From an optimization exercise on the open Yosys and OpenROAD flow, aimed at small area; shortcuts taken in it are not production practice. Function was checked by simulation only, so behaviour that the tests miss may differ from the original.

## delta
==> flow/design.v (excerpt) <==
module Multiplier32Bit (
	input[31:0] multiplicand,
	input[31:0] multiplier,
	input clk,
	input enable,
	input reset_n,
	output[31:0] aBus,
	output valid
);
Size in the first run: ~500 cells after synthesis, ~100 I/O pins, about 5700 µm² of cells after synthesis.
==> flow/config.mk <==
export PLATFORM = sky130hd
export DESIGN_NAME = Multiplier32Bit
export DESIGN_NICKNAME = Multiplier32Bit
export VERILOG_FILES = /design/flow/design.v
export SDC_FILE = /design/flow/constraint.sdc
export NUM_CORES = 4
export LEC_CHECK = 0
export CAP_MARGIN = 20
export CORE_MARGIN = 2
export CORE_UTILIZATION = 40
export CTS_BUF_LIST = sky130_fd_sc_hd__clkbuf_8
export SLEW_MARGIN = 20
export SYNTH_HIERARCHICAL = 1
export SYNTH_MINIMUM_KEEP_SIZE = 0
==> flow/constraint.sdc <==
create_clock -name core_clock -period 10.0 [get_ports {clk}]
set_input_delay 2.0000 -clock core_clock [delete_from_list [all_inputs] [get_ports {clk}]]
set_output_delay 2.0000 -clock core_clock [all_outputs]
set_load 0.01 [all_outputs]
standard.sh (not shown) runs the stock make flow with config.mk's settings and CLKGATE_MAP_FILE= SYNTH_SCRIPT=/design/flow/synth_recipe.tcl, a recipe that flattens the netlist after the stock synthesis.
==> flow/flow/run.sh <==
#!/bin/bash
export BUFFER_PORTS_ARGS="-buffer_cell sky130_fd_sc_hd__buf_1"
export POST_FLOORPLAN_TCL="$PWD/flow/downsize.tcl"
bash standard.sh RECOVER_POWER=100 finish > standard.log 2>&1
==> flow/flow/downsize.tcl <==
# Sourced after floorplanning (POST_FLOORPLAN_TCL): set every logic cell to
# the smallest drive strength of its function. Placement-stage repair and
# timing repair size up again where timing or slew needs it.
set db [ord::get_db]
set n 0
foreach inst [[ord::get_db_block] getInsts] {
  set m [[$inst getMaster] getName]
  if {![regexp {^(sky130_fd_sc_hd__[a-z0-9]+)_([0-9]+)$} $m -> base drive]} { continue }
  if {[regexp {dfxtp|dfrtp|conb|tap|fill|decap|clkbuf|clkinv|clkdly|dly} $base]} { continue }
  foreach d {0 1 2} {
    if {$d >= $drive} { break }
    set cand "${base}_$d"
    if {[$db findMaster $cand] != "NULL" && [llength [get_lib_cells -quiet $cand]] > 0 && [lsearch $::env(DONT_USE_CELLS) $cand] < 0} {
      replace_cell [$inst getName] $cand
      incr n
      break
    }
  }
}
puts "downsize: $n cells set to their smallest drive strength"
Modified inputs, gamma compared to delta
==> flow/flow/run.sh <==
#!/bin/bash
export BUFFER_PORTS_ARGS="-buffer_cell sky130_fd_sc_hd__buf_1"
export CTS_ARGS="-sink_clustering_enable -repair_clock_nets -dont_use_dummy_load -buf_list sky130_fd_sc_hd__clkbuf_16 -sink_clustering_size 40 -sink_clustering_max_diameter 400"
export POST_FLOORPLAN_TCL="$PWD/flow/downsize.tcl"
bash standard.sh RECOVER_POWER=100 finish > standard.log 2>&1
### Flow results
In the final reports, the cell area of gamma is larger than that of delta. In gamma relative to delta, violation count after the first detailed-routing iteration had gone down by a few percent. There was hardly any difference in total detailed-routing wirelength between gamma and delta.


Setup of old:
Another version of the RTL of Multiplier32Bit (not shown whole).
Size: roughly 37 flip-flops, ~5700 um2 of cells after synthesis.
export LEC_CHECK = 0
export CAP_MARGIN = 20
export CORE_MARGIN = 2
export CORE_UTILIZATION = 40
export CTS_BUF_LIST = sky130_fd_sc_hd__clkbuf_8
export SLEW_MARGIN = 20
export SYNTH_HIERARCHICAL = 1
export SYNTH_MINIMUM_KEEP_SIZE = 0
create_clock -name core_clock -period 10.0 [get_ports {clk}]
==> flow/flow/run.sh <==
#!/bin/bash
export BUFFER_PORTS_ARGS="-buffer_cell sky130_fd_sc_hd__buf_1"
export CTS_ARGS="-sink_clustering_enable -repair_clock_nets -dont_use_dummy_load -root_buf sky130_fd_sc_hd__clkbuf_8 -buf_list sky130_fd_sc_hd__clkbuf_4"
export POST_FLOORPLAN_TCL="$PWD/flow/downsize.tcl"
bash standard.sh RECOVER_POWER=100 finish > standard.log 2>&1
Scripts as last shown in full above: flow/flow/downsize.tcl
old: no failed stages, no open violations at the end
Input changes introduced in new (baseline for comparison: old):
-- flow/flow/run.sh --
<<< old, line 3
export CTS_ARGS="-sink_clustering_enable -repair_clock_nets -dont_use_dummy_load -root_buf sky130_fd_sc_hd__clkbuf_8 -buf_list sky130_fd_sc_hd__clkbuf_4"
>>> new, line 3
export CTS_ARGS="-sink_clustering_enable -repair_clock_nets -dont_use_dummy_load -buf_list sky130_fd_sc_hd__clkbuf_8"
==> comparison <==
- Changes observed in new relative to old: count of clock buffers in the final design closely matched the old numbers; proportion of cell area occupied by registers shows no meaningful change; final instance area saw little to no change; number of failing hold endpoints at the final stage held; register-to-register slack level.
- There was hardly any difference in worst relative slew slack between new and old.
- Going from old to new, multi-input combinational cell count shows no meaningful change, logic depth of the worst register-to-register path shows no meaningful change.
- From old to new, maximum number of pins on one net before global-route repair did not move at all.


Multiplier32Bit, a different RTL version from the one above (not shown whole).
For scale: roughly 580 cells after synthesis, roughly 36 flip-flops, ~100 I/O pins, ~0.0061 mm^2 of cells after synthesis.
clock: 10.0 ns
lec_check: 0
cap_margin: 20
core_margin: 2
core_utilization: 40
cts_buf_list: sky130_fd_sc_hd__clkbuf_8
slew_margin: 20
synth_hierarchical: 1
synth_minimum_keep_size: 0
==> flow/flow/run.sh <==
#!/bin/bash
export BUFFER_PORTS_ARGS="-buffer_cell sky130_fd_sc_hd__buf_1"
export POST_FLOORPLAN_TCL="$PWD/flow/downsize.tcl"
bash standard.sh RECOVER_POWER=100 finish > standard.log 2>&1
Scripts as last shown in full above: flow/flow/downsize.tcl
The first run finished with timing, DRC and antenna clean.
Edit:
CTS_BUF_LIST = not set   (was sky130_fd_sc_hd__clkbuf_8)
Effect: Hold slack gets worse by 3.4 ps. First-iteration DRC count fell by 9.1%. Via count rose by 1.0%. Worst setup slack gets worse by 56 ps. Register-to-register slack gets worse by 20 ps.

==> afterwards: timing with drivers on the ports <==
The flow's constraints put no driver on any port. The routed layouts listed below were extracted and timed again, unchanged, in two steps. Step 1 sets driving cells, clkbuf_16 on the clock port and buf_2 on the other inputs (assumed; they add their load-dependent delay and slew). Step 2 moves the port delays by t, midway between the first and last clock arrival at a register: inputs arrive t later, outputs are due t later. That takes back most of the time a late clock gives input paths. Slacks: ideal ports / drivers / drivers and shift; pairs: ideal ports / drivers.
run | t, ns | setup WS [ns] | latest minus earliest clock arrival (ns) | slew at the worst register clock pin (ns)
delta | 0.345 | 0.477 / 0.492 / 0.147 | 0.009 / 0.009 | 0.08 / 0.08
gamma | 0.328 | 0.453 / 0.475 / 0.147 | 0.005 / 0.006 | 0.06 / 0.06
old | 0.340 | 0.468 / 0.478 / 0.138 | 0.011 / 0.012 | 0.08 / 0.08
new | 0.340 | 0.468 / 0.478 / 0.138 | 0.011 / 0.012 | 0.08 / 0.08
the first run of note 3 | 0.326 | 0.540 / 0.555 / 0.230 | 0.012 / 0.011 | 0.08 / 0.08
the second run of note 3 | 0.318 | 0.484 / 0.503 / 0.185 | 0.007 / 0.008 | 0.06 / 0.06
After both steps every run listed still meets setup and hold.
